Context: an optimization exercise on an open-source flow, tuned for small area and a short achievable clock period. The choices shown serve that exercise and are no tape-out recipe.
Only simulation tests tie the RTL to the original design; equivalence was not proved.

==> job 5224: inputs <==
## multiply
module multiply(
    input wire clk,
    input wire resetn,
    input wire[31:0] A,
    input wire[31:0] B,
    input wire sign,
    output wire[63:0] result
);
==> flow/config.mk <==
export PLATFORM = sky130hd
export DESIGN_NAME = multiply
export DESIGN_NICKNAME = multiply
export VERILOG_FILES = /design/flow/design.v
export SDC_FILE = /design/flow/constraint.sdc
export NUM_CORES = 4
export LEC_CHECK = 0
export CAP_MARGIN = 20
export CORE_MARGIN = 2
export CORE_UTILIZATION = 45
export PLACE_DENSITY = 0.6
export SETUP_SLACK_MARGIN = 1.75
export SLEW_MARGIN = 20
export SYNTH_HIERARCHICAL = 1
==> flow/constraint.sdc <==
create_clock -name core_clock -period 6.5 [get_ports {clk}]
set_input_delay 1.3000 -clock core_clock [delete_from_list [all_inputs] [get_ports {clk}]]
set_output_delay 1.3000 -clock core_clock [all_outputs]
set_load 0.01 [all_outputs]
standard.sh (not shown) runs the stock make flow with config.mk's settings and CLKGATE_MAP_FILE= SYNTH_SCRIPT=/design/flow/synth_recipe.tcl, a recipe that flattens the netlist after the stock synthesis.
==> flow/flow/run.sh <==
#!/bin/bash
# Own layout flow: the standard synthesis, then every combinational cell set to
# its smallest drive strength (registers untouched), then the standard layout,
# whose repair steps size cells up again where timing needs it.
set -euo pipefail
here=$(pwd)
res=$here/orfs/results/$FLOW_PLATFORM/multiply/base
bash standard.sh synth > $here/log_synth.txt 2>&1
cp $res/1_2_yosys.v $here/1_2_yosys.orig.v
python3 $here/flow/downsize.py $FLOW_HOME/platforms/$FLOW_PLATFORM/lib/sky130_fd_sc_hd__tt_025C_1v80.lib \
    $here/1_2_yosys.orig.v $res/1_2_yosys.v > $here/log_downsize.txt 2>&1
# make the netlist newer than its sources so only the later steps rerun
touch $res/1_2_yosys.v $res/1_2_yosys.sdc
bash standard.sh "BUFFER_PORTS_ARGS=-buffer_cell sky130_fd_sc_hd__buf_1" finish > $here/log_layout.txt 2>&1
==> flow/flow/downsize.py <==
#!/usr/bin/env python3
"""Set each combinational cell of a mapped netlist to the smallest drive strength
of its kind that the library has (registers and special cells untouched)."""
import re, sys
lib, src, dst = sys.argv[1:4]
cells = set(re.findall(r'cell\s*\(\s*"?(sky130_fd_sc_hd__\w+)"?\s*\)', open(lib).read()))
keep = re.compile(r'sky130_fd_sc_hd__(df|edf|sdf|sedf|dl|conb|clk|tap|fill|decap|diode|probe|lpflow)')
text = open(src).read()
count = {}
def repl(m):
    name = m.group(0)
    if keep.match(name):
        return name
    mm = re.match(r'(sky130_fd_sc_hd__\w+?)_(\d+)$', name)
    if not mm:
        return name
    base, size = mm.group(1), int(mm.group(2))
    for s in (1,):
        cand = f"{base}_{s}"
        if s < size and cand in cells:
            count[name] = count.get(name, 0) + 1
            return cand
    return name
out = re.sub(r'sky130_fd_sc_hd__\w+', repl, text)
open(dst, 'w').write(out)
for k, v in sorted(count.items(), key=lambda x: -x[1]):
    print(k, v)
==> job 5804: changes against job 5224 <==
- CTS_BUF_LIST: unset -> sky130_fd_sc_hd__clkbuf_8
- SETUP_SLACK_MARGIN: 1.75 -> 2.0
==> run notes <==
- Sequential cell count is the same in job 5804 and job 5224.
- In area after synthesis, job 5804 and job 5224 do not differ.
- Of job 5224 and job 5804, job 5804 has the higher via count (gap 3.1%, measured against job 5804).
- Job 5224 passed the timing, DRC and antenna checks. Job 5804 produced a clean layout.
- Between job 5804 and job 5224, the lower sequential share of layout area is in job 5804 (gap 0.18 points).

========
==> inputs of v27 <==
multiply, a different RTL version from the one above (not shown whole).
Settings: LEC_CHECK=0, CAP_MARGIN=20, CORE_MARGIN=2, CORE_UTILIZATION=45, CTS_BUF_LIST=sky130_fd_sc_hd__clkbuf_8, PLACE_DENSITY=0.6, SETUP_SLACK_MARGIN=1.75, SLEW_MARGIN=20, SYNTH_HIERARCHICAL=1; clock period 6.5 ns.
Scripts as last shown in full above: flow/flow/run.sh, flow/flow/downsize.py
==> v4 (differences from v27) <==
Settings changed: CTS_BUF_LIST sky130_fd_sc_hd__clkbuf_8 to not set.
==> comparison table <==
| metric | v27 | v4 |
|---|---|---|
| Met2 track demand over resource | 46.7% | 47.3% |
| DR vias | 23.6k | 23.5k |
| Initial antenna violation count | 7 | 6 |
| Worst slew slack as a fraction of its limit | 18.9% | 17.8% |
| Core occupancy in the finished layout | 51.2% | 51.6% |
| Maximum cell stage delay along the critical path | 0.35 ns | 0.34 ns |
| Slew of the pin with the lowest slew margin | 1.22 ns | 1.23 ns |
| Met2 WL post-DR | 41600 um | 42000 um |
| Number of non-filler instances in the completed layout | 3845 | 3841 |
| Met1 Track Usage GR | 36.0% | 36.0% |
| Number of cells upsized or downsized after cts | 46 | 30 |
| Post-route cell area | 30900 um^2 | 31200 um^2 |
| Clock buffer instance count of the final layout | 19 | 20 |
| Clock root buffer | sky130_fd_sc_hd__clkbuf_8 | sky130_fd_sc_hd__clkbuf_16 |
| Fraction of final layout cells sized beyond drive strength 1 | 8.86% | 9.42% |
| WL met1 | 35900 um | 35700 um |
| Outcome | complete, no violations | complete, no violations |
| Clock network share of area | 1.48% | 2.08% |
| Diode count | 3 | 2 |
| Final critical-path required period | 4.72 ns | 4.68 ns |
| Multi-input combinational area share | 78.2% | 77.8% |
| Total wire length after detailed routing | 88700 um | 89000 um |

========
==> v39: inputs <==
multiply, a different RTL version from the one above (not shown whole).
==> flow/config.mk <==
export PLATFORM = sky130hd
export DESIGN_NAME = multiply
export DESIGN_NICKNAME = multiply
export VERILOG_FILES = /design/flow/design.v
export SDC_FILE = /design/flow/constraint.sdc
export NUM_CORES = 4
export LEC_CHECK = 0
export CAP_MARGIN = 20
export CORE_MARGIN = 2
export CORE_UTILIZATION = 45
export PLACE_DENSITY = 0.6
export SETUP_SLACK_MARGIN = 2.3
export SLEW_MARGIN = 20
export SYNTH_HIERARCHICAL = 1
==> flow/constraint.sdc <==
create_clock -name core_clock -period 6.5 [get_ports {clk}]
set_input_delay 1.3000 -clock core_clock [delete_from_list [all_inputs] [get_ports {clk}]]
set_output_delay 1.3000 -clock core_clock [all_outputs]
set_load 0.01 [all_outputs]
Scripts as last shown in full above: flow/flow/run.sh, flow/flow/downsize.py
==> v6 (differences from v39) <==
- SETUP_SLACK_MARGIN: 2.3 -> 1.9
==> qor summary <==
Status: v6 timing/DRC/antenna clean; v39 timing/DRC/antenna clean
Maximum number of pins on one net before global-route repair: v6 49; v39 36
Clock-cell share of area: v6 0.01827; v39 0.01492
Share of final layout cell area taken by non-clock buffers: v6 0.09534; v39 0.1807
Worst Hold Slack: v6 1.536 ns; v39 1.345 ns
Grt met2 use: v6 0.4689; v39 0.5490
Multi-input logic portion of the cell area: v6 0.7788; v39 0.7181
Max-Slew Margin vs Limit: v6 0.4610; v39 0.5225
Iteration count of the initial detailed-routing pass: v6 6; v39 7
Detail Route met3 WL: v6 8.916 mm; v39 11.69 mm
Standard cell area after detailed placement: v6 29300 um2; v39 30710 um2
Required time of the worst setup path: v6 6.86 ns; v39 6.89 ns
Total non-filler cell area in the finished layout: v6 32050 um2; v39 40010 um2
Iteration-0 DRC count of the detailed router: v6 2561; v39 3155
Fraction of area in registers: v6 0.07184; v39 0.05761

========
==> inputs of job 3579 <==
RTL: one of the versions met above, not the one the previous note started from.
// multiply
module multiply(
    input wire clk,
    input wire resetn,
    input wire[31:0] A,
    input wire[31:0] B,
    input wire sign,
    output wire[63:0] result
);
==> flow/config.mk <==
export PLATFORM = sky130hd
export DESIGN_NAME = multiply
export DESIGN_NICKNAME = multiply
export VERILOG_FILES = /design/flow/design.v
export SDC_FILE = /design/flow/constraint.sdc
export NUM_CORES = 4
export LEC_CHECK = 0
export CAP_MARGIN = 20
export CORE_MARGIN = 2
export CORE_UTILIZATION = 45
export CTS_BUF_LIST = sky130_fd_sc_hd__clkbuf_8
export PLACE_DENSITY = 0.6
export SETUP_SLACK_MARGIN = 1.25
export SLEW_MARGIN = 20
export SYNTH_HIERARCHICAL = 1
==> flow/constraint.sdc <==
create_clock -name core_clock -period 6.5 [get_ports {clk}]
set_input_delay 1.3000 -clock core_clock [delete_from_list [all_inputs] [get_ports {clk}]]
set_output_delay 1.3000 -clock core_clock [all_outputs]
set_load 0.01 [all_outputs]
Scripts as last shown in full above: flow/flow/run.sh, flow/flow/downsize.py
==> job 8866: changes against job 3579 <==
Settings changed: CTS_BUF_LIST sky130_fd_sc_hd__clkbuf_8 to unset, SETUP_SLACK_MARGIN 1.25 to 2.25.
==> job 8423: changes against job 3579 <==
==> flow/run.sh (new file) <==
#!/bin/bash
# synth_recipe.tcl (not shown) runs the flow's synth.tcl, then flattens the netlist and writes it again
# the make line also repeats each setting of config.mk as NAME=value (left out here)
make -C /OpenROAD-flow-scripts/flow DESIGN_CONFIG=/design/flow/config.mk WORK_HOME=/design/flow/orfs CLKGATE_MAP_FILE= SYNTH_SCRIPT=/design/flow/synth_recipe.tcl finish
Settings changed: CORE_UTILIZATION 45 to 50, CTS_BUF_LIST sky130_fd_sc_hd__clkbuf_8 to unset, PLACE_DENSITY 0.6 to 0.65, SETUP_SLACK_MARGIN 1.25 to 2.5.
removed: flow/flow/run.sh
removed: flow/flow/downsize.py
removed: flow/standard.sh
==> summary of the runs <==
Job 3579 went through all stages and came out clean. Job 8866 finished clean. Job 8423 went through all stages and came out clean.
Of job 8866 and job 8423, job 8866 has the higher clock-buffer cell count (gap 1).
Sequential share of layout area, lowest first: job 8423, job 8866, job 3579.
Flip-flop and latch count is the same in job 8866 and job 8423.
Setup slack, lowest first: job 3579, job 8866, job 8423.
Against job 8423, the first-iteration DRC count of job 8866 is higher by 23%.
Against job 8423, the via count of job 3579 is lower by 7.6%.
In job 8423 the non-clock buffer count is higher than in job 3579, by 270.
Die area is the same in job 8866 and job 3579.
Global-route usage: job 8423 > job 8866 > job 3579.

-- afterwards: timing with drivers on the ports --
No port has a modelled driver above. Below, the same layouts with a new extraction and two added sets of constraints.
Step 1 (the two cells are an assumption about what drives the block):
set clk [get_ports {clk}]
set_driving_cell -lib_cell sky130_fd_sc_hd__clkbuf_16 $clk
set_driving_cell -lib_cell sky130_fd_sc_hd__buf_2 [delete_from_list [all_inputs] $clk]
Step 2 moves the port delays by t, midway between the first and last clock arrival at a register: inputs arrive t later, outputs are due t later. That takes back most of the time a late clock gives input paths.
Slacks: ideal ports / drivers / drivers and shift; pairs: ideal ports / drivers.
run	shift t [ns]	setup WS [ns]	worst hold slack (ns)	cell pins on the clock port's net
job 5224	0.571	1.774 / 1.711 / 1.302	1.491 / 1.514 / 1.723	1
job 5804	0.631	1.720 / 1.665 / 1.453	1.441 / 1.408 / 1.721	1
v27	0.639	1.779 / 1.718 / 1.185	1.267 / 1.244 / 1.723	1
v4	0.556	1.815 / 1.753 / 1.344	1.354 / 1.331 / 1.715	1
v39	0.564	2.116 / 2.018 / 1.454	1.345 / 1.318 / 1.714	1
v6	0.546	1.962 / 1.974 / 1.428	1.536 / 1.498 / 1.713	1
job 3579	0.640	1.561 / 1.500 / 0.984	1.373 / 1.416 / 1.728	1
job 8866	0.575	1.801 / 1.736 / 1.575	1.485 / 1.447 / 1.705	1
job 8423	0.580	1.827 / 1.764 / 1.625	1.347 / 1.306 / 1.886	1
After both steps setup and hold are still met in every run listed. The setup slack of v39, which loses most, moves by -0.098 ns with the drivers and by -0.662 ns with both steps.
